This design comes from an exercise in tuning for small area and a short achievable clock period on the open sky130 flow, not from production work.
In this exercise RTL edits were held to simulation tests only and were not proved equivalent to the original.

==> flow/design.v (outline; a module is shown in full before it is edited, if it fits) <==
// module add32sk: 199 lines
// module pg_ha: 4 lines
// module pg_gp: 4 lines
// module pg_g: 3 lines
// module add32bk: 120 lines
// module rf_read: 18 lines
// module aoi222: 3 lines
// module mul_tree: 1379 lines
// module mfa: 4 lines
// module mha: 4 lines
// module RISC_V: 127 lines
module RISC_V #(parameter LENGTH = 32)(
    input clock,reset,
    input [LENGTH-1:0] HRDATA_Instr, HRDATA_Data,
    output MemWrite,
    output [LENGTH-1:0] RegisterFile_RD2_w, HADDR,
    output [LENGTH-1:0] programCounter_Output
    );
  // ...
==> flow/flow/run.sh <==
#!/bin/bash
# Own layout flow: the standard synthesis and layout steps, with the port
# buffers that placement inserts made plain buffers (buf_2) instead of the
# delay cells buffer_ports picks by default, and timing repair aimed at the
# setup margin in flow/margin.txt (the SDC and clock period are unchanged).
# Each step's log is under orfs/logs; the two make runs log to synth.log and
# layout.log here.
set -euo pipefail
MARGIN=$(cat flow/margin.txt)
bash standard.sh synth > synth.log 2>&1
bash standard.sh "BUFFER_PORTS_ARGS=-buffer_cell sky130_fd_sc_hd__buf_2" SETUP_SLACK_MARGIN="$MARGIN" finish > layout.log 2>&1
==> flow/flow/margin.txt <==
6
==> flow/standard.sh <==
#!/bin/bash
# synth_recipe.tcl (not shown) runs the flow's synth.tcl, then flattens the netlist and writes it again
# the make line also repeats each setting of config.mk as NAME=value (left out here)
make -C /OpenROAD-flow-scripts/flow DESIGN_CONFIG=/design/flow/config.mk WORK_HOME=/design/flow/orfs CLKGATE_MAP_FILE= SYNTH_SCRIPT=/design/flow/synth_recipe.tcl "${@:-finish}"
==> flow/config.mk <==
export PLATFORM = sky130hd
export DESIGN_NAME = RISC_V
export DESIGN_NICKNAME = RISC_V
export VERILOG_FILES = /design/flow/design.v
export SDC_FILE = /design/flow/constraint.sdc
export NUM_CORES = 4
export LEC_CHECK = 0
export CAP_MARGIN = 20
export CORE_MARGIN = 2
export CORE_UTILIZATION = 40
export CTS_BUF_LIST = sky130_fd_sc_hd__clkbuf_8
export SETUP_SLACK_MARGIN = 5
export SLEW_MARGIN = 20
export SYNTH_HIERARCHICAL = 1
==> flow/constraint.sdc <==
create_clock -name core_clock -period 18.0 [get_ports {clock}]
set_input_delay 3.6000 -clock core_clock [delete_from_list [all_inputs] [get_ports {clock}]]
set_output_delay 3.6000 -clock core_clock [all_outputs]
set_load 0.01 [all_outputs]
==> metrics.md, run 1 <==
| Metric | Value |
|---|---|
| Max FFs per register | `1024` |
| Final setup margin | `5952 ps` |
| H-Tree Depth | `4` |
| WL met3 | `39.31 mm` |
| Max stage delay on crit path | `840 ps` |
| Core Footprint | `158200 µm²` |
| Die Wd | `402.8 µm` |
| Max_slew headroom | `15.95%` |
| Vias per cell | `7.162` |
| Via count | `51800` |
| Fraction of area in multi-input gates | `41.45%` |
| Clk root buf | `clkbuf_8` |
| Worst Hold Launch | `pc[21]` |
| Sequential cell count | `1130` |
| Dpl hpwl | `184.2 mm` |
| Syn-to-layout area delta | `11.60%` |
| Layout Skew | `90.66 ps` |
| Synth Area in Adders | `9.994%` |
| Total of clock buffers placed in the layout | `185` |
| Number of library cell types mapped by synthesis | `83` |
| CTS Buffer Depth | `3` |
| Met1 wire length | `99.43 mm` |
| Die area | `162300 µm²` |
| Most common cell after layout, fill and taps aside | `edfxtp_1` |
| Status | `finished clean` |
| Tap Count | `2072` |
| Worst hold path type | `reg -> reg` |
| Remaining antenna violation count after routing | `0` |
| RSZ-0062 raised after global routing | `no` |
==> module RISC_V, before the edit <==
module RISC_V #(parameter LENGTH = 32)(
    input clock,reset,
    input [LENGTH-1:0] HRDATA_Instr, HRDATA_Data,
    output MemWrite,
    output [LENGTH-1:0] RegisterFile_RD2_w, HADDR,
    output [LENGTH-1:0] programCounter_Output
    );
wire [31:0] ins = HRDATA_Instr;
wire [6:0] op = ins[6:0];
wire [2:0] f3 = ins[14:12];
wire [6:0] f7 = ins[31:25];
wire [4:0] rd  = ins[11:7];
wire [4:0] rs1 = ins[19:15];
wire [4:0] rs2 = ins[24:20];
wire is_r     = (op == 7'b0110011);
wire is_i     = (op == 7'b0010011);
wire is_auipc = (op == 7'b0010111);
wire is_ld    = (op == 7'b0000011);
wire is_st    = (op == 7'b0100011);
wire is_br    = (op == 7'b1100011);
wire is_jal   = (op == 7'b1101111);
wire is_jalr  = (op == 7'b1100111);
wire [31:0] immI = {{20{ins[31]}}, ins[31:20]};
wire [31:0] immS = {20'h0, ins[31:25], ins[11:7]};
wire [31:0] immB = {{19{ins[31]}}, ins[31], ins[7], ins[30:25], ins[11:8], 1'b0};
wire [31:0] immJ = {{11{ins[31]}}, ins[31], ins[19:12], ins[20], ins[30:21], 1'b0};
wire [31:0] immU = {ins[31:12], 12'h0};
reg [31:0] pc;
assign programCounter_Output = pc;
reg [31:0] p_s, p_c;      
reg        p_cin;
reg        p_slt;         
reg        p_zero;        
reg        p_rev;         
reg        p_we;
reg [4:0]  p_rd;
wire [31:0] p_sum;
add32bk u_fin (.a(p_s), .b(p_c), .ci(p_cin), .s(p_sum));
wire p_lt = (p_s[31] == p_c[31]) ? p_s[31] : p_sum[31];
wire [31:0] p_sum_r;
genvar gr;
generate for (gr = 0; gr < 32; gr = gr + 1) begin : g_rev
    assign p_sum_r[gr] = p_sum[31-gr];
end endgenerate
wire [31:0] w = p_zero ? 32'b0 : p_slt ? {31'b0, p_lt} : p_rev ? p_sum_r : p_sum;
reg [31:0] rf [0:31];
wire [1023:0] rfq;
genvar gq;
generate for (gq = 0; gq < 32; gq = gq + 1) begin : g_q
    assign rfq[32*gq +: 32] = rf[gq];
end endgenerate
wire hit1 = p_we & (p_rd == rs1);
wire hit2 = p_we & (p_rd == rs2);
wire [31:0] rs1v, rs2v;
wire [31:0] pend = {31'b0, p_we} << p_rd;
rf_read u_rd1 (.q(rfq), .a(rs1), .w(w), .hit(hit1), .npend(~pend), .d(rs1v));
rf_read u_rd2 (.q(rfq), .a(rs2), .w(w), .hit(hit2), .npend(~pend), .d(rs2v));
assign RegisterFile_RD2_w = rs2v;
wire [31:0] w0 = w & {32{~reset}};
wire [31:0] w2 = (w & ~{32{reset}}) | (32'h7FFFEFFC & {32{reset}});
genvar gi;
generate for (gi = 0; gi < 32; gi = gi + 1) begin : g_rf
    always @(posedge clock)
        if (reset | pend[gi])
            rf[gi] <= (gi == 2) ? w2 : w0;
end endgenerate
wire [31:0] A = rs1v;
wire [31:0] B = is_r ? rs2v : immI;
wire is_mul = is_r & (f7 == 7'b0000001) & (f3 == 3'b000);
wire is_alu = is_r | is_i;
wire is_sll = (f3 == 3'b001);
wire is_srl = (f3 == 3'b101);
wire [31:0] rs1r;
generate for (gr = 0; gr < 32; gr = gr + 1) begin : g_rev1
    assign rs1r[gr] = rs1v[31-gr];
end endgenerate
wire big = is_alu & is_srl & (|B[31:5]);
wire [31:0] ma = is_srl ? rs1r : rs1v;
wire [31:0] mul_s, mul_c;
mul_tree u_mul (.a(ma), .b(rs2v), .sh(is_sll | is_srl), .n(B[4:0]), .s(mul_s), .c(mul_c));
reg [31:0] x, y;
reg cin, slt, rev;
always @* begin
    x = 32'b0; y = 32'b0; cin = 1'b0; slt = 1'b0; rev = 1'b0;
    if (is_alu) begin
        case (f3)
        3'b000: begin x = A; y = B; end
        3'b100: begin x = A; y = ~B; cin = 1'b1; end
        3'b111: x = A & B;
        3'b110: x = A | B;
        3'b001: begin x = mul_s; y = mul_c; end
        3'b101: begin x = mul_s; y = mul_c; rev = 1'b1; end
        default: begin x = A; y = ~B; cin = 1'b1; slt = 1'b1; end
        endcase
        if (is_mul) begin x = mul_s; y = mul_c; cin = 1'b0; end
    end else if (is_ld) begin
        x = HRDATA_Data;
    end else if (is_auipc) begin
        x = pc; y = immU;
    end else begin
        x = pc; y = 32'd4;
    end
end
wire we = is_alu | is_ld | is_auipc | is_jal | is_jalr;
always @(posedge clock) begin
    p_s   <= x;
    p_c   <= y;
    p_cin <= cin;
    p_slt <= slt;
    p_zero <= big;
    p_rev <= rev;
    p_rd  <= rd;
    p_we  <= we & ~reset;
end
wire [31:0] pcim;
wire [31:0] agu;
add32sk u_agu (.a(rs1v), .b(is_st ? immS : immI), .s(agu));
wire eq = (rs1v == rs2v);
wire take = is_jal | (is_br & ((f3 == 3'b000) & eq | (f3 == 3'b001) & ~eq));
add32bk u_pcim (.a(pc), .b(is_jal ? immJ : take ? immB : 32'd4), .ci(1'b0), .s(pcim));
wire [31:0] npc = is_jalr ? agu : pcim;
always @(posedge clock, posedge reset)
    if (reset) pc <= 32'h00400000;
    else       pc <= npc;
assign HADDR = (is_ld | is_st) ? agu : pc;
assign MemWrite = is_st & ~reset;
endmodule
==> run 2: changes to the inputs <==
--- a/flow/design.v
+++ b/flow/design.v
@@ -199,2 +199,203 @@
 endmodule
+module add32skc (input [31:0] a, input [31:0] b, input ci, output [31:0] s);
+wire [31:0] p, g;
+genvar i;
+generate for (i = 0; i < 32; i = i + 1) begin : g_pg
+    pg_ha u (.a(a[i]), .b(b[i]), .p(p[i]), .g(g[i]));
+end endgenerate
+wire gc0;
+pg_g u0 (.g1(g[0]), .p1(p[0]), .g0(ci), .g(gc0));
+wire G1;
+pg_g u1 (.g1(g[1]), .p1(p[1]), .g0(gc0), .g(G1));
+wire G2, P2;
+pg_gp u2 (.g1(g[3]), .p1(p[3]), .g0(g[2]), .p0(p[2]), .g(G2), .p(P2));
+wire G3, P3;
+pg_gp u3 (.g1(g[5]), .p1(p[5]), .g0(g[4]), .p0(p[4]), .g(G3), .p(P3));
+wire G4, P4;
+pg_gp u4 (.g1(g[7]), .p1(p[7]), .g0(g[6]), .p0(p[6]), .g(G4), .p(P4));
+wire G5, P5;
+pg_gp u5 (.g1(g[9]), .p1(p[9]), .g0(g[8]), .p0(p[8]), .g(G5), .p(P5));
+wire G6, P6;
+pg_gp u6 (.g1(g[11]), .p1(p[11]), .g0(g[10]), .p0(p[10]), .g(G6), .p(P6));
+wire G7, P7;
+pg_gp u7 (.g1(g[13]), .p1(p[13]), .g0(g[12]), .p0(p[12]), .g(G7), .p(P7));
+wire G8, P8;
+pg_gp u8 (.g1(g[15]), .p1(p[15]), .g0(g[14]), .p0(p[14]), .g(G8), .p(P8));
+wire G9, P9;
+pg_gp u9 (.g1(g[17]), .p1(p[17]), .g0(g[16]), .p0(p[16]), .g(G9), .p(P9));
+wire G10, P10;
+pg_gp u10 (.g1(g[19]), .p1(p[19]), .g0(g[18]), .p0(p[18]), .g(G10), .p(P10));
+wire G11, P11;
+pg_gp u11 (.g1(g[21]), .p1(p[21]), .g0(g[20]), .p0(p[20]), .g(G11), .p(P11));
+wire G12, P12;
+pg_gp u12 (.g1(g[23]), .p1(p[23]), .g0(g[22]), .p0(p[22]), .g(G12), .p(P12));
+wire G13, P13;
+pg_gp u13 (.g1(g[25]), .p1(p[25]), .g0(g[24]), .p0(p[24]), .g(G13), .p(P13));
+wire G14, P14;
+pg_gp u14 (.g1(g[27]), .p1(p[27]), .g0(g[26]), .p0(p[26]), .g(G14), .p(P14));
+wire G15, P15;
+pg_gp u15 (.g1(g[29]), .p1(p[29]), .g0(g[28]), .p0(p[28]), .g(G15), .p(P15));
+wire G16, P16;
+pg_gp u16 (.g1(g[31]), .p1(p[31]), .g0(g[30]), .p0(p[30]), .g(G16), .p(P16));
+wire G17;
+pg_g u17 (.g1(g[2]), .p1(p[2]), .g0(G1), .g(G17));
+wire G18;
+pg_g u18 (.g1(G2), .p1(P2), .g0(G1), .g(G18));
+wire G19, P19;
+pg_gp u19 (.g1(g[6]), .p1(p[6]), .g0(G3), .p0(P3), .g(G19), .p(P19));
+wire G20, P20;
+pg_gp u20 (.g1(G4), .p1(P4), .g0(G3), .p0(P3), .g(G20), .p(P20));
+wire G21, P21;
+pg_gp u21 (.g1(g[10]), .p1(p[10]), .g0(G5), .p0(P5), .g(G21), .p(P21));
+wire G22, P22;
+pg_gp u22 (.g1(G6), .p1(P6), .g0(G5), .p0(P5), .g(G22), .p(P22));
+wire G23, P23;
+pg_gp u23 (.g1(g[14]), .p1(p[14]), .g0(G7), .p0(P7), .g(G23), .p(P23));
+wire G24, P24;
+pg_gp u24 (.g1(G8), .p1(P8), .g0(G7), .p0(P7), .g(G24), .p(P24));
+wire G25, P25;
+pg_gp u25 (.g1(g[18]), .p1(p[18]), .g0(G9), .p0(P9), .g(G25), .p(P25));
+wire G26, P26;
+pg_gp u26 (.g1(G10), .p1(P10), .g0(G9), .p0(P9), .g(G26), .p(P26));
+wire G27, P27;
+pg_gp u27 (.g1(g[22]), .p1(p[22]), .g0(G11), .p0(P11), .g(G27), .p(P27));
+wire G28, P28;
+pg_gp u28 (.g1(G12), .p1(P12), .g0(G11), .p0(P11), .g(G28), .p(P28));
+wire G29, P29;
+pg_gp u29 (.g1(g[26]), .p1(p[26]), .g0(G13), .p0(P13), .g(G29), .p(P29));
+wire G30, P30;
+pg_gp u30 (.g1(G14), .p1(P14), .g0(G13), .p0(P13), .g(G30), .p(P30));
+wire G31, P31;
+pg_gp u31 (.g1(g[30]), .p1(p[30]), .g0(G15), .p0(P15), .g(G31), .p(P31));
+wire G32, P32;
+pg_gp u32 (.g1(G16), .p1(P16), .g0(G15), .p0(P15), .g(G32), .p(P32));
+wire G33;
+pg_g u33 (.g1(g[4]), .p1(p[4]), .g0(G18), .g(G33));
+wire G34;
+pg_g u34 (.g1(G3), .p1(P3), .g0(G18), .g(G34));
+wire G35;
+pg_g u35 (.g1(G19), .p1(P19), .g0(G18), .g(G35));
+wire G36;
+pg_g u36 (.g1(G20), .p1(P20), .g0(G18), .g(G36));
+wire G37, P37;
+pg_gp u37 (.g1(g[12]), .p1(p[12]), .g0(G22), .p0(P22), .g(G37), .p(P37));
+wire G38, P38;
+pg_gp u38 (.g1(G7), .p1(P7), .g0(G22), .p0(P22), .g(G38), .p(P38));
+wire G39, P39;
+pg_gp u39 (.g1(G23), .p1(P23), .g0(G22), .p0(P22), .g(G39), .p(P39));
+wire G40, P40;
+pg_gp u40 (.g1(G24), .p1(P24), .g0(G22), .p0(P22), .g(G40), .p(P40));
+wire G41, P41;
+pg_gp u41 (.g1(g[20]), .p1(p[20]), .g0(G26), .p0(P26), .g(G41), .p(P41));
+wire G42, P42;
+pg_gp u42 (.g1(G11), .p1(P11), .g0(G26), .p0(P26), .g(G42), .p(P42));
+wire G43, P43;
+pg_gp u43 (.g1(G27), .p1(P27), .g0(G26), .p0(P26), .g(G43), .p(P43));
+wire G44, P44;
+pg_gp u44 (.g1(G28), .p1(P28), .g0(G26), .p0(P26), .g(G44), .p(P44));
+wire G45, P45;
+pg_gp u45 (.g1(g[28]), .p1(p[28]), .g0(G30), .p0(P30), .g(G45), .p(P45));
+wire G46, P46;
+pg_gp u46 (.g1(G15), .p1(P15), .g0(G30), .p0(P30), .g(G46), .p(P46));
+wire G47, P47;
+pg_gp u47 (.g1(G31), .p1(P31), .g0(G30), .p0(P30), .g(G47), .p(P47));
+wire G48, P48;
+pg_gp u48 (.g1(G32), .p1(P32), .g0(G30), .p0(P30), .g(G48), .p(P48));
+wire G49;
+pg_g u49 (.g1(g[8]), .p1(p[8]), .g0(G36), .g(G49));
+wire G50;
+pg_g u50 (.g1(G5), .p1(P5), .g0(G36), .g(G50));
+wire G51;
+pg_g u51 (.g1(G21), .p1(P21), .g0(G36), .g(G51));
+wire G52;
+pg_g u52 (.g1(G22), .p1(P22), .g0(G36), .g(G52));
+wire G53;
+pg_g u53 (.g1(G37), .p1(P37), .g0(G36), .g(G53));
+wire G54;
+pg_g u54 (.g1(G38), .p1(P38), .g0(G36), .g(G54));
+wire G55;
+pg_g u55 (.g1(G39), .p1(P39), .g0(G36), .g(G55));
+wire G56;
+pg_g u56 (.g1(G40), .p1(P40), .g0(G36), .g(G56));
+wire G57, P57;
+pg_gp u57 (.g1(g[24]), .p1(p[24]), .g0(G44), .p0(P44), .g(G57), .p(P57));
+wire G58, P58;
+pg_gp u58 (.g1(G13), .p1(P13), .g0(G44), .p0(P44), .g(G58), .p(P58));
+wire G59, P59;
+pg_gp u59 (.g1(G29), .p1(P29), .g0(G44), .p0(P44), .g(G59), .p(P59));
+wire G60, P60;
+pg_gp u60 (.g1(G30), .p1(P30), .g0(G44), .p0(P44), .g(G60), .p(P60));
+wire G61, P61;
+pg_gp u61 (.g1(G45), .p1(P45), .g0(G44), .p0(P44), .g(G61), .p(P61));
+wire G62, P62;
+pg_gp u62 (.g1(G46), .p1(P46), .g0(G44), .p0(P44), .g(G62), .p(P62));
+wire G63, P63;
+pg_gp u63 (.g1(G47), .p1(P47), .g0(G44), .p0(P44), .g(G63), .p(P63));
+wire G64, P64;
+pg_gp u64 (.g1(G48), .p1(P48), .g0(G44), .p0(P44), .g(G64), .p(P64));
+wire G65;
+pg_g u65 (.g1(g[16]), .p1(p[16]), .g0(G56), .g(G65));
+wire G66;
+pg_g u66 (.g1(G9), .p1(P9), .g0(G56), .g(G66));
+wire G67;
+pg_g u67 (.g1(G25), .p1(P25), .g0(G56), .g(G67));
+wire G68;
+pg_g u68 (.g1(G26), .p1(P26), .g0(G56), .g(G68));
+wire G69;
+pg_g u69 (.g1(G41), .p1(P41), .g0(G56), .g(G69));
+wire G70;
+pg_g u70 (.g1(G42), .p1(P42), .g0(G56), .g(G70));
+wire G71;
+pg_g u71 (.g1(G43), .p1(P43), .g0(G56), .g(G71));
+wire G72;
+pg_g u72 (.g1(G44), .p1(P44), .g0(G56), .g(G72));
+wire G73;
+pg_g u73 (.g1(G57), .p1(P57), .g0(G56), .g(G73));
+wire G74;
+pg_g u74 (.g1(G58), .p1(P58), .g0(G56), .g(G74));
+wire G75;
+pg_g u75 (.g1(G59), .p1(P59), .g0(G56), .g(G75));
+wire G76;
+pg_g u76 (.g1(G60), .p1(P60), .g0(G56), .g(G76));
+wire G77;
+pg_g u77 (.g1(G61), .p1(P61), .g0(G56), .g(G77));
+wire G78;
+pg_g u78 (.g1(G62), .p1(P62), .g0(G56), .g(G78));
+wire G79;
+pg_g u79 (.g1(G63), .p1(P63), .g0(G56), .g(G79));
+wire G80;
+pg_g u80 (.g1(G64), .p1(P64), .g0(G56), .g(G80));
+assign s[0] = p[0] ^ ci;
+assign s[1] = p[1] ^ gc0;
+assign s[2] = p[2] ^ G1;
+assign s[3] = p[3] ^ G17;
+assign s[4] = p[4] ^ G18;
+assign s[5] = p[5] ^ G33;
+assign s[6] = p[6] ^ G34;
+assign s[7] = p[7] ^ G35;
+assign s[8] = p[8] ^ G36;
+assign s[9] = p[9] ^ G49;
+assign s[10] = p[10] ^ G50;
+assign s[11] = p[11] ^ G51;
+assign s[12] = p[12] ^ G52;
+assign s[13] = p[13] ^ G53;
+assign s[14] = p[14] ^ G54;
+assign s[15] = p[15] ^ G55;
+assign s[16] = p[16] ^ G56;
+assign s[17] = p[17] ^ G65;
+assign s[18] = p[18] ^ G66;
+assign s[19] = p[19] ^ G67;
+assign s[20] = p[20] ^ G68;
+assign s[21] = p[21] ^ G69;
+assign s[22] = p[22] ^ G70;
+assign s[23] = p[23] ^ G71;
+assign s[24] = p[24] ^ G72;
+assign s[25] = p[25] ^ G73;
+assign s[26] = p[26] ^ G74;
+assign s[27] = p[27] ^ G75;
+assign s[28] = p[28] ^ G76;
+assign s[29] = p[29] ^ G77;
+assign s[30] = p[30] ^ G78;
+assign s[31] = p[31] ^ G79;
+endmodule
 module pg_ha (input a, input b, output p, output g);
@@ -1774,11 +1975,4 @@
 reg [4:0]  p_rd;
-wire [31:0] p_sum;
-add32bk u_fin (.a(p_s), .b(p_c), .ci(p_cin), .s(p_sum));
-wire p_lt = (p_s[31] == p_c[31]) ? p_s[31] : p_sum[31];
-wire [31:0] p_sum_r;
-genvar gr;
-generate for (gr = 0; gr < 32; gr = gr + 1) begin : g_rev
-    assign p_sum_r[gr] = p_sum[31-gr];
-end endgenerate
-wire [31:0] w = p_zero ? 32'b0 : p_slt ? {31'b0, p_lt} : p_rev ? p_sum_r : p_sum;
+wire [31:0] w;
+fin32 u_fin (.s(p_s), .c(p_c), .cin(p_cin), .slt(p_slt), .rev(p_rev), .zero(p_zero), .w(w));
 reg [31:0] rf [0:31];
@@ -1810,2 +2004,3 @@
 wire is_srl = (f3 == 3'b101);
+genvar gr;
 wire [31:0] rs1r;
@@ -1865 +2060,13 @@
 endmodule
+module fin32 (input [31:0] s, input [31:0] c, input cin, input slt, input rev, input zero,
+              output [31:0] w);
+wire [31:0] sum;
+add32skc u_add (.a(s), .b(c), .ci(cin), .s(sum));
+wire lt = (s[31] == c[31]) ? s[31] : sum[31];
+wire [31:0] sum_r;
+genvar i;
+generate for (i = 0; i < 32; i = i + 1) begin : g_rev
+    assign sum_r[i] = sum[31-i];
+end endgenerate
+assign w = zero ? 32'b0 : slt ? {31'b0, lt} : rev ? sum_r : sum;
+endmodule
==> flow/flow/margin.txt (replaced) <==
6.5
==> run 2 against run 1 <==
Fmax increased by 3.2%. Flip-flop and latch count stayed put. Final cell count rose by 1.4%. Wire length increased by 0.28%.
==> metrics.md, run 2 <==
| Metric | Value |
|---|---|
| Layout Skew | `82.64 ps (was 90.66 ps)` |
| Post-DP Area | `67540 µm² (was 67210 µm²)` |
| Fin crit share | `64.88% (was 66.93%)` |
| CP bufs+invs | `5 (was 3)` |
| Ratio of cells with drive above 1 in the final layout | `19.08% (was 17.28%)` |
| Synth area leader | `edfxtp_1 (unchanged)` |
| Vias in the first global route | `49800 (was 49330)` |
| Setup Crit Path Kind | `in -> out (unchanged)` |
| Slowest cell on crit path | `nand4_1 (was or3_2)` |
| Number of library cell types mapped by synthesis | `83 (unchanged)` |
| Die Wd | `403.8 µm (was 402.8 µm)` |
| Top cell family by delay on the critical path | `simple AND/OR/NAND/NOR gates (unchanged)` |
| CTS tree | `yes (unchanged)` |
| Worst-Margin Slew | `1265 ps (was 1259 ps)` |
| Dpl hpwl | `177.9 mm (was 184.2 mm)` |
| Clk latency of the worst-skew pair | `980 ps (was 950 ps)` |
| Area occupied by multi-input gates | `30200 µm² (was 29430 µm²)` |
| Iter 0 DRT Violations | `12080 (was 11940)` |
| Clk root buf | `clkbuf_8 (unchanged)` |
| Vias per cell | `7.197 (was 7.162)` |
| Hold_ws | `642.6 ps (was 660.4 ps)` |
| Reg with most FFs | `rf (unchanged)` |
| Hold_buf cts | `0 (unchanged)` |
| Leading cell types in the layout, fill and taps excluded | `edfxtp_1, a222oi_1, xnor2_1, a22oi_1, fa_1 (unchanged)` |
| Final setup margin | `6322 ps (was 5952 ps)` |
| Port bufs | `162 (unchanged)` |
| Avg Inst Size Synth | `13.30 µm² (was 13.31 µm²)` |
| Synth top area cells | `edfxtp_1, a222oi_1, fa_1 (unchanged)` |
| Top cells by count, synth | `edfxtp_1, a222oi_1, xnor2_1, a22oi_1, fa_1 (unchanged)` |
| Seq/Total Area, Yosys | `51.66% (was 51.92%)` |
| Wirelength, routed | `284.0 mm (was 283.2 mm)` |
| Placer congestion estimate | `1.009 (was 1.012)` |
| Synthesized cell area | `63940 µm² (was 63630 µm²)` |
| Period minus WS final | `11680 ps (was 12050 ps)` |
| Remaining antenna violation count after routing | `0 (unchanged)` |
| DRC | `0 (unchanged)` |
| YS warnings | `8 (unchanged)` |
| EDFF count, synth | `1024 (unchanged)` |
| Final number of hold-violating endpoints | `0 (unchanged)` |
| Core Footprint | `158600 µm² (was 158200 µm²)` |
| Storage cell area | `33030 µm² (unchanged)` |
| Largest net degree at the start of global routing | `43 (was 72)` |
| Crit end category | `output pin (unchanged)` |
| Max-cap violations | `0 (unchanged)` |
| Reg clk slew, reported paths | `60 ps (was 70 ps)` |
| Cell area after layout | `72790 µm² (was 71010 µm²)` |
| Core Util, Final | `45.90% (was 44.89%)` |
| Area fraction of the dominant cell type after synthesis | `48.09% (was 48.33%)` |
| Synth async-reset ratio | `2.832% (unchanged)` |
| FILL cells | `14290 (was 14460)` |
| Most numerous cell in the Yosys netlist | `edfxtp_1 (unchanged)` |
| Worst hold path type | `reg -> reg (unchanged)` |
| CTS Buffer Depth | `3 (unchanged)` |
| Drt wl/cell | `38.73 µm (was 39.16 µm)` |
| Num rows | `146 (unchanged)` |
| Most common cell after layout, fill and taps aside | `edfxtp_1 (unchanged)` |
| Critical path fanouts, max | `8 (was 32)` |
| Max_slew headroom | `15.64% (was 15.95%)` |
| Max stage delay on crit path | `550 ps (was 840 ps)` |
| Initial Util | `40.32% (was 40.22%)` |
| Post-Place Setup Slack | `5317 ps (was 5410 ps)` |
| Startpoint Class | `primary input (unchanged)` |
| GRT Total Usage | `33.07% (was 33.89%)` |
| Final Instance Count excl. Fillers | `7332 (was 7233)` |
| Top FF cell, synth | `edfxtp_1 (unchanged)` |
| Post-synthesis sequential element count | `1130 (unchanged)` |
| Cell-by-cell trace of the critical path | `buf_16, and3b_2, and3_4, buf_4, clkbuf_16, a222oi_1, nand4_1, or3_1, buf_6, ha_4, and2_1, and2_1, a21o_4, a21o_1, a21o_1, xor2_2, mux2_4, buf_6 (was clkbuf_4, and3b_1, and3_1, buf_4, a222oi_1, nand4_1, or3_2, ha_1, and2_1, a21o_1, a21o_1, a21o_1, a21o_1, xor2_1, mux2_2, buf_2)` |
| Setup_tns | `0 ps (unchanged)` |
| Die H | `403.8 µm (was 402.8 µm)` |
| Final setup fails | `0 (unchanged)` |
| Maximum clock frequency | `0.08563 GHz (was 0.08300 GHz)` |
| Top-level I/O count | `163 (unchanged)` |
| Worst Path Arrival | `8080 ps (was 8450 ps)` |
| H-Tree Depth | `4 (unchanged)` |
| Global route total overflow | `0 (unchanged)` |
| Max Slew Vio Count | `0 (unchanged)` |
| Cell count after synthesis | `4808 (was 4782)` |
| Max FFs per register | `1024 (unchanged)` |
| RSZ-0062 raised after global routing | `yes (was no)` |
| Syn-to-layout area delta | `13.84% (was 11.60%)` |
| Clk sinks | `1130 (unchanged)` |
| CTS buffer count | `181 (was 182)` |
| First-pass GRT wire length | `382.2 mm (was 389.1 mm)` |
| Pre-antenna DRT Iters | `15 (was 14)` |
| NumNets Final | `5514 (was 5440)` |
| Inst Count DP | `6929 (was 6894)` |
| Crit path required time | `14400 ps (about the same)` |
| Die area | `163100 µm² (was 162300 µm²)` |
| Via count | `52770 (was 51800)` |
| Initial antenna violation count | `31 (was 27)` |
| Status | `finished clean (unchanged)` |
run 2: logic make-up after synthesis:
| kind of cell | Yosys count | synth area share [%] |
|---|---|---|
| AO/OA/AOI/OAI | 1483 | 19.60 |
| XOR/XNOR | 409 | 5.624 |
| adder cells (fa/ha/maj) | 348 | 9.475 |
| buffers and inverters | 344 | 2.779 |
| flip-flops | 1130 | 51.66 |
| multiplexers | 173 | 2.908 |
| other | 2 | 0.01175 |
| AND/OR/NAND/NOR | 919 | 7.937 |
run 2: layer usage:
layer | wire length [µm] | vias to the layer above | GRT usage (%) | share of wire [%]
li1 | - | 20860 | - | -
met1 | 98310 | 26240 | 40.99 | 35
met2 | 120100 | 4730 | 48.49 | 42
met3 | 41430 | 915 | 11.02 | 15
met4 | 23970 | 24 | 23.37 | 8.4
met5 | 163 | - | 0 | 0.057
run 2: area by class of cell:
class	count	area share, %
diodes	13	0.04469
clock buffers	186	3.517
clock inverters	144	1.190
inverters	52	0.2699
multi-input cells	3337	41.49
flip-flops and latches	1130	45.38
well taps	2072	3.562
repair buffers	398	4.538
run 2: per-module statistics from Yosys (local to each module, per instance):
module | copies in the design | cell area (µm²) | cells inside | flops+latches
add32sk | 1 | 279.0 | 32 | 0
pg_g | 61 | 7.507 | 1 | 0
RISC_V | 1 | 38850 | 2045 | 1130
mha | 29 | 12.51 | 1 | 0
pg_gp | 90 | 13.76 | 2 | 0
add32bk | 1 | 1318 | 152 | 0
mfa | 210 | 20.02 | 1 | 0
aoi222 | 704 | 10.01 | 1 | 0
add32skc | 1 | 280.3 | 32 | 0
mul_tree | 1 | 6440 | 879 | 0
rf_read | 2 | 1061 | 172 | 0
pg_ha | 64 | 12.51 | 1 | 0
fin32 | 1 | 543.0 | 76 | 0
run 2: timing repair:
| action | 4_1_cts | 5_1_grt |
|---|---|---|
| resized for setup | 102 | 148 |
| gates cloned | 2 | 8 |
| setup buffers | 4 | 43 |
| endpoints found under the setup margin | 37 | 39 |
| pin swaps | 44 | 88 |
run 2: worst paths after layout:
| check | startpoint | end | slack (ps) | cells after the start |
|---|---|---|---|---|
| worst max-delay path | HRDATA_Instr[17] | HADDR[31] | 6320 | 18 |
| worst min-delay path | pc[17] | p_s[17] | 640 | 2 |
| worst max register to register | p_s[0] | p_s[31] | 7380 | 25 |
| worst min register to register | pc[17] | p_s[17] | 640 | 2 |
| max in group asynchronous | reset | pc[8] | 14230 | 3 |
| min in group asynchronous | reset | pc[31] | 3190 | 3 |
run 2: worst reg2reg max path, cell delays in order (launching register included):
cell,delay [ps]
dfxtp_1,310
ha_1,310
a21o_1,150
a21o_1,180
a21o_1,230
a21o_1,370
a21o_1,610
a21o_1,210
xor2_1,280
mux2i_1,130
nor2_1,690
a222oi_1,220
nand4_1,350
or3_1,1020
nor2b_2,980
buf_4,400
xnor2_1,150
fa_1,510
fa_1,590
fa_1,600
fa_1,450
fa_1,520
fa_1,700
o21ai_0,140
o221a_2,320
o21ai_0,140
==> run 3: changes to the inputs <==
--- a/flow/config.mk
+++ b/flow/config.mk
@@ -11,2 +11,4 @@
 export CTS_BUF_LIST = sky130_fd_sc_hd__clkbuf_8
+export CTS_CLUSTER_DIAMETER = 80
+export CTS_CLUSTER_SIZE = 12
 export SETUP_SLACK_MARGIN = 5
==> run 3 against run 2 <==
Still clean on timing, DRC and antenna. Global-route usage is 0.16 points lower. Wire length shrank 0.93%. Critical path depth down 1. Fmax shrank 0.69%. Count of clock-buffer cells in the layout is 80 lower. Clock skew is 22 ps higher. Critical endpoint unchanged.
==> metrics.md, run 3 <==
| Metric | Value |
|---|---|
| WL met3 | `39.75 mm (was 41.43 mm)` |
| Worst Path Arrival | `8160 ps (was 8080 ps)` |
| Clk sinks | `1130 (unchanged)` |
| Max_slew headroom | `14.51% (was 15.64%)` |
| Core Util, Final | `44.68% (was 45.90%)` |
| Period minus WS final | `11760 ps (was 11680 ps)` |
| Vias in the first global route | `48930 (was 49800)` |
| Final setup fails | `0 (unchanged)` |
| Fin crit share | `65.33% (was 64.88%)` |
| Syn-to-layout area delta | `10.80% (was 13.84%)` |
| Status | `finished clean (unchanged)` |
| Met2 WL | `120.0 mm (was 120.1 mm)` |
| Most common cell after layout, fill and taps aside | `edfxtp_1 (unchanged)` |
| Reg with most FFs | `rf (unchanged)` |
| Placer congestion estimate | `1.009 (unchanged)` |
| Most numerous cell in the Yosys netlist | `edfxtp_1 (unchanged)` |
| Leading cell types in the layout, fill and taps excluded | `edfxtp_1, a222oi_1, xnor2_1, a22oi_1, fa_1 (unchanged)` |
| Cell-by-cell trace of the critical path | `buf_12, and3b_2, and3_4, buf_12, buf_6, a222oi_1, nand4_1, or3_4, ha_4, and2_1, and2_4, a21o_4, a21o_4, a21o_1, xor2_2, mux2_4, buf_6 (was buf_16, and3b_2, and3_4, buf_4, clkbuf_16, a222oi_1, nand4_1, or3_1, buf_6, ha_4, and2_1, and2_1, a21o_4, a21o_1, a21o_1, xor2_2, mux2_4, buf_6)` |
| Ratio of cells with drive above 1 in the final layout | `17.37% (was 19.08%)` |
| Clk root buf | `clkbuf_8 (unchanged)` |
| Initial antenna violation count | `29 (was 31)` |
| H-Tree Depth | `3 (was 4)` |
| YS warnings | `8 (unchanged)` |
| CTS Buffer Depth | `3 (unchanged)` |
| Via count | `52040 (was 52770)` |
| Wirelength, routed | `281.3 mm (was 284.0 mm)` |
| Reg2reg path depth | `25 (unchanged)` |
| FILL cells | `14400 (was 14290)` |
| Vias per cell | `7.311 (was 7.197)` |
| Cell count after synthesis | `4808 (unchanged)` |
| Max FFs per register | `1024 (unchanged)` |
| RR Startpoint | `p_s[0] (unchanged)` |
| Seq/Total Area, Yosys | `51.66% (unchanged)` |
| Maximum clock frequency | `0.08504 GHz (was 0.08563 GHz)` |
| Drt wl/cell | `39.53 µm (was 38.73 µm)` |
| CTS tree | `yes (unchanged)` |
| CTS buffer count | `106 (was 181)` |
| Top cells by count, synth | `edfxtp_1, a222oi_1, xnor2_1, a22oi_1, fa_1 (unchanged)` |
| Die H | `403.8 µm (unchanged)` |
| DRC | `0 (unchanged)` |
| Max Slew Vio Count | `0 (unchanged)` |
| Critical path fanouts, max | `11 (was 8)` |
| Largest net degree at the start of global routing | `43 (unchanged)` |
| Dpl hpwl | `177.9 mm (unchanged)` |
| Post-Place Setup Slack | `5317 ps (unchanged)` |
| Setup Crit Path Kind | `in -> out (unchanged)` |
| Die area | `163100 µm² (unchanged)` |
| Reg-to-Reg End | `p_s[31] (unchanged)` |
| Setup slack, reg-to-reg | `7250 ps (was 7380 ps)` |
| Worst-Margin Slew | `1282 ps (was 1265 ps)` |
| Die Wd | `403.8 µm (unchanged)` |
| Clk latency of the worst-skew pair | `950 ps (was 980 ps)` |
| Crit path required time | `14400 ps (about the same)` |
| Startpoint Class | `primary input (unchanged)` |
| Reg clk slew, reported paths | `100 ps (was 60 ps)` |
| Core Footprint | `158600 µm² (unchanged)` |
| Final setup margin | `6240 ps (was 6322 ps)` |
| Number of library cell types mapped by synthesis | `83 (unchanged)` |
| Min-Delay Path Depth | `2 (unchanged)` |
| Top cell family by delay on the critical path | `simple AND/OR/NAND/NOR gates (unchanged)` |
| NumNets Final | `5422 (was 5514)` |
| Setup_tns | `0 ps (unchanged)` |
| Met1 wire length | `98.72 mm (was 98.31 mm)` |
| Crit end category | `output pin (unchanged)` |
| Initial Util | `40.32% (unchanged)` |
| Top-level I/O count | `163 (unchanged)` |
| GRT Total Usage | `32.91% (was 33.07%)` |
| Max stage delay on crit path | `660 ps (was 550 ps)` |
| Slowest cell on crit path | `or3_4 (was nand4_1)` |
| CP bufs+invs | `4 (was 5)` |
| Synth top area cells | `edfxtp_1, a222oi_1, fa_1 (unchanged)` |
| Synth async-reset ratio | `2.832% (unchanged)` |
| Area fraction of the dominant cell type after synthesis | `48.09% (unchanged)` |
| First-pass GRT wire length | `381.3 mm (was 382.2 mm)` |
| Pre-antenna DRT Iters | `15 (unchanged)` |
| Worst hold path type | `reg -> reg (unchanged)` |
| Avg Inst Size Synth | `13.30 µm² (unchanged)` |
| Num rows | `146 (unchanged)` |
| Final number of hold-violating endpoints | `0 (unchanged)` |
| Top sig layer | `met5 (unchanged)` |
| Iter 0 DRT Violations | `12400 (was 12080)` |
| Post-synthesis sequential element count | `1130 (unchanged)` |
| Global route total overflow | `0 (unchanged)` |
| EDFF count, synth | `1024 (unchanged)` |
| Layout Skew | `104.2 ps (was 82.64 ps)` |
| Top FF cell, synth | `edfxtp_1 (unchanged)` |
| Worst hold path endpoint | `p_s[25] (was p_s[17])` |
| RSZ-0062 raised after global routing | `yes (unchanged)` |
| Worst Hold Launch | `pc[25] (was pc[17])` |
| Synth area leader | `edfxtp_1 (unchanged)` |
| Max-cap violations | `0 (unchanged)` |
| Remaining antenna violation count after routing | `0 (unchanged)` |
| Synthesized cell area | `63940 µm² (unchanged)` |
| Port bufs | `162 (unchanged)` |
run 3: area by class of cell:
| class | instances | area, µm² | share of cell area [%] |
|---|---|---|---|
| antenna | 9 | 22.52 | 0.03179 |
| clock buffer | 106 | 1459 | 2.059 |
| clock inverter | 31 | 290.3 | 0.4097 |
| inverter | 52 | 196.4 | 0.2773 |
| multi-input combinational | 3338 | 30190 | 42.62 |
| sequential | 1130 | 33030 | 46.63 |
| tap | 2072 | 2592 | 3.659 |
| timing repair buffer | 380 | 3055 | 4.313 |
run 3: repair_timing:
action / CTS / global route
gates cloned: 4 / 7
gates resized for setup: 109 / 107
hold buffers: 0 / 0
setup endpoints to repair: 37 / 42
buffers inserted: 4 / 25
pin swaps: 50 / 60
run 3: metal layers:
metal  vias up  global-route usage, %
met4        22                  20.97
met5         -                      0
li1      20550                      -
met1     25960                  41.62
met3       893                  9.868
met2      4625                  49.20
run 3: tightest hold or removal path, delay by kind of cell (launching register included):
| kind | cells | cell delay (ps) |
|---|---|---|
| compound gates | 2 | 170 |
| flops | 1 | 500 |
run 3: worst max path at each step:
stage	startpoint	endpoint	slack, ps	cells past startpoint
floorplan	HRDATA_Instr[16]	HADDR[22]	7290	13
global placement	HRDATA_Instr[20]	p_s[29]	5260	23
finish	HRDATA_Instr[19]	HADDR[31]	6240	17
CTS	HRDATA_Instr[17]	HADDR[31]	6500	16
global route	HRDATA_Instr[17]	HADDR[31]	6320	17
detailed placement	HRDATA_Instr[20]	p_s[29]	5320	22
run 3: through the flow:
stage / instances / area, µm² / hold WS [ps]
3_3_place_gp: 6926 / 67460 / 619.0
6_report: 7118 / 70840 / 651.0
4_1_cts: 7074 / 69900 / 657.7
3_5_place_dp: 6929 / 67540 / 620.9
2_1_floorplan: 4809 / 63940 / 582.1
5_1_grt: 7110 / 70820 / 709.6
run 3: Yosys stat by module, one instance, submodules excluded, excerpt:
module / copies in the design / cells
fin32: 1 / 76
pg_g: 61 / 1
rf_read: 2 / 172
add32skc: 1 / 32
pg_ha: 64 / 1
RISC_V: 1 / 2045
mul_tree: 1 / 879
mha: 29 / 1
pg_gp: 90 / 2
run 3: cells by family (layout without fill, tap and decap cells):
kind of cell / Yosys count / in the layout / share of synthesized area [%]
mux: 173 / 173 / 2.908
simple gates: 919 / 919 / 7.937
flops: 1130 / 1130 / 51.66
other cells: 2 / 12 / 0.01175
xor+xnor: 409 / 409 / 5.624
buf+inv: 344 / 569 / 2.779
compound gates: 1483 / 1486 / 19.60
fa+ha+maj: 348 / 348 / 9.475
==> run 4: changes to the inputs <==
--- a/flow/config.mk
+++ b/flow/config.mk
@@ -13,2 +13,3 @@
 export CTS_CLUSTER_SIZE = 12
+export PLACE_DENSITY = 0.66
 export SETUP_SLACK_MARGIN = 5
==> run 4 against run 3 <==
Still clean on timing, DRC and antenna. Wire length up 0.35%. Clock skew up 37 ps. Global-route usage up 0.24 points. Worst setup slack worse by 53 ps. Worst hold slack improved by 53 ps. Register-to-register slack better by 280 ps. Critical path type unchanged.
==> metrics.md, run 4 <==
| Metric | Value |
|---|---|
| Initial Util | `40.32% (unchanged)` |
| Synthesized cell area | `63940 µm² (unchanged)` |
| Fin crit share | `65.63% (was 65.33%)` |
| Top cells by count, synth | `edfxtp_1, a222oi_1, xnor2_1, a22oi_1, fa_1 (unchanged)` |
| Clk sinks | `1130 (unchanged)` |
| Syn-to-layout area delta | `10.92% (was 10.80%)` |
| Ratio of cells with drive above 1 in the final layout | `17.15% (was 17.37%)` |
| CTS Buffer Depth | `3 (unchanged)` |
| Most numerous cell in the Yosys netlist | `edfxtp_1 (unchanged)` |
| CTS buffer count | `106 (unchanged)` |
| YS warnings | `8 (unchanged)` |
| Initial antenna violation count | `46 (was 29)` |
| Max Slew Vio Count | `0 (unchanged)` |
| Startpoint Class | `primary input (unchanged)` |
| Core Footprint | `158600 µm² (unchanged)` |
| Critical path fanouts, max | `32 (was 11)` |
| NumNets Final | `5422 (unchanged)` |
| Clk latency of the worst-skew pair | `910 ps (was 950 ps)` |
| Setup_tns | `0 ps (unchanged)` |
| Number of library cell types mapped by synthesis | `83 (unchanged)` |
| Setup Crit Path Kind | `in -> out (unchanged)` |
| Worst-Margin Slew | `1358 ps (was 1282 ps)` |
| Maximum clock frequency | `0.08465 GHz (was 0.08504 GHz)` |
| Synth async-reset ratio | `2.832% (unchanged)` |
| EDFF count, synth | `1024 (unchanged)` |
| Synth top area cells | `edfxtp_1, a222oi_1, fa_1 (unchanged)` |
| Post-synthesis sequential element count | `1130 (unchanged)` |
| H-Tree Depth | `3 (unchanged)` |
| Max FFs per register | `1024 (unchanged)` |
| Seq/Total Area, Yosys | `51.66% (unchanged)` |
| Period minus WS final | `11810 ps (was 11760 ps)` |
| Area fraction of the dominant cell type after synthesis | `48.09% (unchanged)` |
| Final setup fails | `0 (unchanged)` |
| Top FF cell, synth | `edfxtp_1 (unchanged)` |
| Hold_buf cts | `0 (unchanged)` |
| Wirelength, routed | `282.3 mm (was 281.3 mm)` |
| Crit path required time | `14400 ps (about the same)` |
| Num rows | `146 (unchanged)` |
| Via count | `53420 (was 52040)` |
| Drt wl/cell | `39.62 µm (was 39.53 µm)` |
| Max-cap violations | `0 (unchanged)` |
| RSZ-0062 raised after global routing | `yes (unchanged)` |
| Pre-antenna DRT Iters | `17 (was 15)` |
| Most common cell after layout, fill and taps aside | `edfxtp_1 (unchanged)` |
| Avg Inst Size Synth | `13.30 µm² (unchanged)` |
| Top-level I/O count | `163 (unchanged)` |
| CTS tree | `yes (unchanged)` |
| First-pass GRT wire length | `385.5 mm (was 381.3 mm)` |
| Cell count after synthesis | `4808 (unchanged)` |
| Leading cell types in the layout, fill and taps excluded | `edfxtp_1, a222oi_1, xnor2_1, a22oi_1, fa_1 (unchanged)` |
| Crit end category | `output pin (unchanged)` |
| DRC | `0 (unchanged)` |
| Max_slew headroom | `9.485% (was 14.51%)` |
| Die area | `163100 µm² (unchanged)` |
| Layout Skew | `141.1 ps (was 104.2 ps)` |
| Placer congestion estimate | `1.052 (was 1.009)` |
| Worst hold path type | `reg -> reg (unchanged)` |
| Clk root buf | `clkbuf_8 (unchanged)` |
| GRT Total Usage | `33.15% (was 32.91%)` |
| Remaining antenna violation count after routing | `0 (unchanged)` |
| Worst Path Arrival | `8210 ps (was 8160 ps)` |
| Vias in the first global route | `49790 (was 48930)` |
| Die H | `403.8 µm (unchanged)` |
| Final number of hold-violating endpoints | `0 (unchanged)` |
| Status | `finished clean (unchanged)` |
| Largest net degree at the start of global routing | `58 (was 43)` |
| Global route total overflow | `0 (unchanged)` |
| Die Wd | `403.8 µm (unchanged)` |
| Reg clk slew, reported paths | `90 ps (was 100 ps)` |
| Dpl hpwl | `178.5 mm (was 177.9 mm)` |
| Vias per cell | `7.496 (was 7.311)` |
| Iter 0 DRT Violations | `13930 (was 12400)` |
| Synth area leader | `edfxtp_1 (unchanged)` |
| Port bufs | `162 (unchanged)` |
| Reg with most FFs | `rf (unchanged)` |
run 4: cell count changes in the layout (fill, tap and decap cells not counted), moves of 4 or more:
cell / change
or3_4: -8
mux2_4: +4
buf_6: +10
nor2b_2: -15
diode_2: +8
and3_4: -4
mux2_2: -4
nor2b_4: +14
and3_1: +4
or3_1: +7
run 4: what timing repair did:
action,in CTS,in global routing
resized for setup,124,95
pin swaps,56,62
setup buffers,13,16
endpoints found under the setup margin,26,28
gates cloned,5,3
run 4: worst paths after layout:
path	from	to	slack, ps	depth (start not counted)
worst min register to register	pc[8]	p_s[8]	700	2
worst min-delay path	pc[8]	p_s[8]	700	2
min in group asynchronous	reset	pc[1]	3980	3
worst max register to register	p_s[0]	p_s[31]	7530	28
max in group asynchronous	reset	pc[22]	13610	3
worst max-delay path	HRDATA_Instr[18]	HADDR[29]	6190	17
run 4: cells by family after synthesis:
family,after synthesis,synth area share [%]
compound gates,1483,19.60
flops,1130,51.66
simple gates,919,7.937
xor+xnor,409,5.624
fa+ha+maj,348,9.475
buf+inv,344,2.779
mux,173,2.908
other cells,2,0.01175
run 4: routing by layer:
layer / wire (µm) / share of wire (%) / global-route usage [%] / vias to the layer above
met5: 553 / 0.20 / 0.2676 / -
met4: 20130 / 7.1 / 18.50 / 50
met3: 51260 / 18 / 15.65 / 1063
met2: 114500 / 41 / 46.51 / 5341
met1: 95900 / 34 / 41.82 / 26420
li1: - / - / - / 20540
run 4: final cells by class:
| class | instances | area [µm²] |
|---|---|---|
| Timing Repair Buffer | 382 | 3100 |
| Tap cell | 2072 | 2592 |
| Multi-Input combinational cell | 3336 | 30220 |
| Sequential cell | 1130 | 33030 |
| Fill cell | 14170 | 87640 |
| Antenna cell | 17 | 42.54 |
| Clock inverter | 29 | 244.0 |
| Inverter | 52 | 196.4 |
| Clock buffer | 108 | 1486 |
run 4: per-module statistics from Yosys (local to each module, per instance):
module    cells  flip-flops and latches
add32sk      32                       0
pg_ha         1                       0
pg_gp         2                       0
mha           1                       0
rf_read     172                       0
pg_g          1                       0
aoi222        1                       0
add32skc     32                       0
add32bk     152                       0
mfa           1                       0
mul_tree    879                       0
fin32        76                       0
RISC_V     2045                    1130
run 4: worst max-delay path, stage by stage:
cell and delay, ps:
buf_8 150, and3b_1 240, and3_1 200, buf_4 310, a222oi_1 320, nand4_1 700, or3_4 650, buf_12 170
ha_4 230, and2_4 140, a21o_1 190, a21o_1 240, a21o_4 240, a21o_1 220, xor2_2 180, mux2_4 280
buf_6 120
run 4: metrics by stage:
step	worst slack [ps]	util, %	cell area, µm²	cells	hold slack (ps)
final	6187	44.73	70920	7126	704.2
after global routing	6276	44.71	70890	7112	731.1
after CTS	6409	44.24	70150	7089	674.2
after detailed placement	5422	42.64	67600	6934	644.1
after global placement	5552	42.61	67560	6933	631.0
after floorplan	7289	-	63940	4809	582.1
==> run 5: changes to the inputs <==
--- a/flow/config.mk
+++ b/flow/config.mk
@@ -13,3 +13,2 @@
 export CTS_CLUSTER_SIZE = 12
-export PLACE_DENSITY = 0.66
 export SETUP_SLACK_MARGIN = 5
@@ -17 +16,2 @@
 export SYNTH_HIERARCHICAL = 1
+export TNS_END_PERCENT = 5
==> run 5 against run 4 <==
Critical path type unchanged. Clock skew fell by 35 ps. Critical endpoint is now HADDR[25]. Largest cell class unchanged. Flip-flop and latch count did not move. Utilization fell by 0.23 points. Via count fell by 2.7%. Critical path depth did not move. Register-to-register slack got worse by 260 ps.
==> metrics.md, run 5 <==
| Metric | Value |
|---|---|
| Status | `finished clean (unchanged)` |
| Die area | `163100 µm² (unchanged)` |
| Max Slew Vio Count | `0 (unchanged)` |
| Syn-to-layout area delta | `10.35% (was 10.92%)` |
| CTS Buffer Depth | `3 (unchanged)` |
| Top cell family by delay on the critical path | `simple AND/OR/NAND/NOR gates (unchanged)` |
| Seq/Total Area, Yosys | `51.66% (unchanged)` |
| Via count | `52000 (was 53420)` |
| Period minus WS final | `11840 ps (was 11810 ps)` |
| Drt wl/cell | `39.59 µm (was 39.62 µm)` |
| Vias per cell | `7.315 (was 7.496)` |
| Top-level I/O count | `163 (unchanged)` |
| NumNets Final | `5417 (was 5422)` |
| Max FFs per register | `1024 (unchanged)` |
| Leading cell types in the layout, fill and taps excluded | `edfxtp_1, a222oi_1, xnor2_1, a22oi_1, fa_1 (unchanged)` |
| Clk root buf | `clkbuf_8 (unchanged)` |
| Synth async-reset ratio | `2.832% (unchanged)` |
| Clk latency of the worst-skew pair | `950 ps (was 910 ps)` |
| First-pass GRT wire length | `381.3 mm (was 385.5 mm)` |
| Critical path fanouts, max | `8 (was 32)` |
| Synth top area cells | `edfxtp_1, a222oi_1, fa_1 (unchanged)` |
| Max_slew headroom | `13.80% (was 9.485%)` |
| CP bufs+invs | `4 (unchanged)` |
| Synthesized cell area | `63940 µm² (unchanged)` |
| Worst hold path type | `reg -> reg (unchanged)` |
| Top cells by count, synth | `edfxtp_1, a222oi_1, xnor2_1, a22oi_1, fa_1 (unchanged)` |
| Setup_tns | `0 ps (unchanged)` |
| Number of library cell types mapped by synthesis | `83 (unchanged)` |
| Avg Inst Size Synth | `13.30 µm² (unchanged)` |
| Ratio of cells with drive above 1 in the final layout | `16.89% (was 17.15%)` |
| Port bufs | `162 (unchanged)` |
| Layout Skew | `106.3 ps (was 141.1 ps)` |
| Num rows | `146 (unchanged)` |
| Max-cap violations | `0 (unchanged)` |
| Maximum clock frequency | `0.08449 GHz (was 0.08465 GHz)` |
| Worst Path Arrival | `8240 ps (was 8210 ps)` |
| Final number of hold-violating endpoints | `0 (unchanged)` |
| Die H | `403.8 µm (unchanged)` |
| Final setup fails | `0 (unchanged)` |
| Placer congestion estimate | `1.009 (was 1.052)` |
| Reg with most FFs | `rf (unchanged)` |
| Vias in the first global route | `48930 (was 49790)` |
| EDFF count, synth | `1024 (unchanged)` |
| YS warnings | `8 (unchanged)` |
| Crit path required time | `14400 ps (about the same)` |
| Initial antenna violation count | `29 (was 46)` |
| Cell mode on critical path | `a21o_4 (was a21o_1)` |
| Setup Crit Path Kind | `in -> out (unchanged)` |
| Final setup margin | `6164 ps (was 6187 ps)` |
| Cell count after synthesis | `4808 (unchanged)` |
| Remaining antenna violation count after routing | `0 (unchanged)` |
| Largest net degree at the start of global routing | `43 (was 58)` |
| Post-Place Setup Slack | `5317 ps (was 5422 ps)` |
| Worst-Margin Slew | `1293 ps (was 1358 ps)` |
| Slowest cell on crit path | `or3_4 (was nand4_1)` |
| Wirelength, routed | `281.4 mm (was 282.3 mm)` |
| RSZ-0062 raised after global routing | `yes (unchanged)` |
| Crit end category | `output pin (unchanged)` |
| Core Footprint | `158600 µm² (unchanged)` |
| Fin crit share | `65.75% (was 65.63%)` |
| Clk sinks | `1130 (unchanged)` |
| FILL cells | `14410 (was 14170)` |
| Die Wd | `403.8 µm (unchanged)` |
| CTS tree | `yes (unchanged)` |
| Initial Util | `40.32% (unchanged)` |
| GRT Total Usage | `32.91% (was 33.15%)` |
| Dpl hpwl | `177.9 mm (was 178.5 mm)` |
| Top FF cell, synth | `edfxtp_1 (unchanged)` |
| Startpoint Class | `primary input (unchanged)` |
| Hold_buf cts | `0 (unchanged)` |
| Area fraction of the dominant cell type after synthesis | `48.09% (unchanged)` |
| Pre-antenna DRT Iters | `15 (was 17)` |
| Iter 0 DRT Violations | `12400 (was 13930)` |
| H-Tree Depth | `3 (unchanged)` |
| CTS buffer count | `106 (unchanged)` |
| Most numerous cell in the Yosys netlist | `edfxtp_1 (unchanged)` |
| Reg clk slew, reported paths | `100 ps (was 90 ps)` |
| Most common cell after layout, fill and taps aside | `edfxtp_1 (unchanged)` |
| Synth area leader | `edfxtp_1 (unchanged)` |
| Cell-by-cell trace of the critical path | `buf_16, and3b_2, and3_4, buf_12, buf_6, a222oi_1, nand4_1, or3_4, ha_4, and2_1, and2_4, a21o_4, a21o_4, a21o_1, xor2_2, mux2_2, buf_2 (was buf_8, and3b_1, and3_1, buf_4, a222oi_1, nand4_1, or3_4, buf_12, ha_4, and2_4, a21o_1, a21o_1, a21o_4, a21o_1, xor2_2, mux2_4, buf_6)` |
| DRC | `0 (unchanged)` |
| Max stage delay on crit path | `680 ps (was 700 ps)` |
| Global route total overflow | `0 (unchanged)` |
| Post-synthesis sequential element count | `1130 (unchanged)` |
==> run 5: cell counts after synthesis <==
No cell type changed its count.
==> run 5: timing repair <==
| action | CTS | global route |
|---|---|---|
| pin swaps | 50 | 37 |
| resized for setup | 109 | 62 |
| gates cloned | 4 | 7 |
| hold endpoints to repair | 0 | 0 |
| setup buffers | 4 | 20 |
| setup endpoints to repair | 37 | 42 |
==> run 5: path summary, 6_finish.rpt <==
| check | depth (start not counted) | end | slack [ps] | startpoint |
|---|---|---|---|---|
| max | 17 | HADDR[25] | 6160 | HRDATA_Instr[18] |
| min | 2 | p_s[25] | 620 | pc[25] |
| max reg2reg | 25 | p_s[31] | 7270 | p_s[0] |
| min reg2reg | 2 | p_s[25] | 620 | pc[25] |
| max in group asynchronous | 3 | pc[21] | 14180 | reset |
| min in group asynchronous | 3 | pc[20] | 3240 | reset |
==> run 5: stage by stage <==
| stage | utilization [%] | cell area, µm² | instances | hold slack [ps] |
|---|---|---|---|---|
| 5_1_grt | 44.49 | 70550 | 7105 | 709.6 |
| 6_report | 44.50 | 70560 | 7109 | 621.6 |
| 3_5_place_dp | 42.60 | 67540 | 6929 | 620.9 |
| 4_1_cts | 44.08 | 69900 | 7074 | 657.7 |
| 2_1_floorplan | - | 63940 | 4809 | 582.1 |
| 3_3_place_gp | 42.54 | 67460 | 6926 | 619.0 |
==> run 5: worst register-to-register path: cells and delay by family, from the launching register on <==
family	cells	cell delay (ps)
AOI/OAI and AO/OA	10	2570
xor gates and xnor gates	2	450
adders and majority gates	7	3660
buffers and inverters	1	410
DFF	1	320
muxes	1	130
and+or+nand+nor	4	3140
==> run 5: cells by family after synthesis <==
group	count (synthesis)	synth area share, %
other	2	0.01175
AO/OA/AOI/OAI	1483	19.60
adder cells (fa/ha/maj)	348	9.475
multiplexers	173	2.908
AND/OR/NAND/NOR	919	7.937
XOR/XNOR	409	5.624
flip-flops	1130	51.66
buffers and inverters	344	2.779
==> run 5: Yosys stat by module, one instance, submodules excluded, excerpt <==
module    area (µm²)  flops+latches  times used
add32skc       280.3              0           1
add32bk         1318              0           1
mul_tree        6440              0           1
fin32          543.0              0           1
aoi222         10.01              0         704
pg_ha          12.51              0          64
==> run 5: area by class of cell <==
| type | instances | area (µm²) | share of cell area [%] |
|---|---|---|---|
| antenna | 5 | 12.51 | 0.01773 |
| clock buffer | 106 | 1459 | 2.068 |
| clock inverter | 31 | 290.3 | 0.4114 |
| inverter | 52 | 196.4 | 0.2784 |
| multi-input combinational | 3338 | 30040 | 42.57 |
| sequential | 1130 | 33030 | 46.82 |
| tap | 2072 | 2592 | 3.674 |
| timing repair buffer | 375 | 2937 | 4.162 |
==> run 5: metal layers <==
| metal | part of all wire (%) | GRT usage [%] | routed length (µm) | up-vias |
|---|---|---|---|---|
| li1 | - | - | - | 20540 |
| met1 | 35 | 41.62 | 98740 | 25950 |
| met2 | 43 | 49.20 | 120300 | 4618 |
| met3 | 14 | 9.868 | 40200 | 868 |
| met4 | 7.8 | 20.97 | 22030 | 22 |
| met5 | 0.051 | 0 | 144 | - |

==> what the ideal ports hide <==
In the flow no input, the clock included, has a driving cell. The finished layouts below were timed again as built, in two steps.
Step 1, drivers: a clkbuf_16 drives clock and a buf_2 each remaining input, both assumed.
Step 2 moves the port delays by t, midway between the first and last clock arrival at a register: inputs arrive t later, outputs are due t later. That takes back most of the time a late clock gives input paths.
a / b / c = no drivers / after step 1 / after step 2; a / b = the first two.
run	t, ns	setup WS [ns]	worst setup path after step 2	clock arrival spread, ns
run 1	0.984	5.952 / 5.894 / 5.194	input to register	0.091 / 0.091
run 2	1.020	6.322 / 6.070 / 5.428	input to register	0.085 / 0.085
run 3	0.971	6.240 / 5.997 / 5.452	input to register	0.104 / 0.104
run 4	0.918	6.187 / 6.134 / 5.693	input to register	0.141 / 0.142
run 5	0.971	6.164 / 5.917 / 5.342	input to register	0.107 / 0.107
After both steps every run listed still meets setup and hold. The setup slack of run 2, which loses most, moves by -0.252 ns with the drivers and by -0.894 ns with both steps.
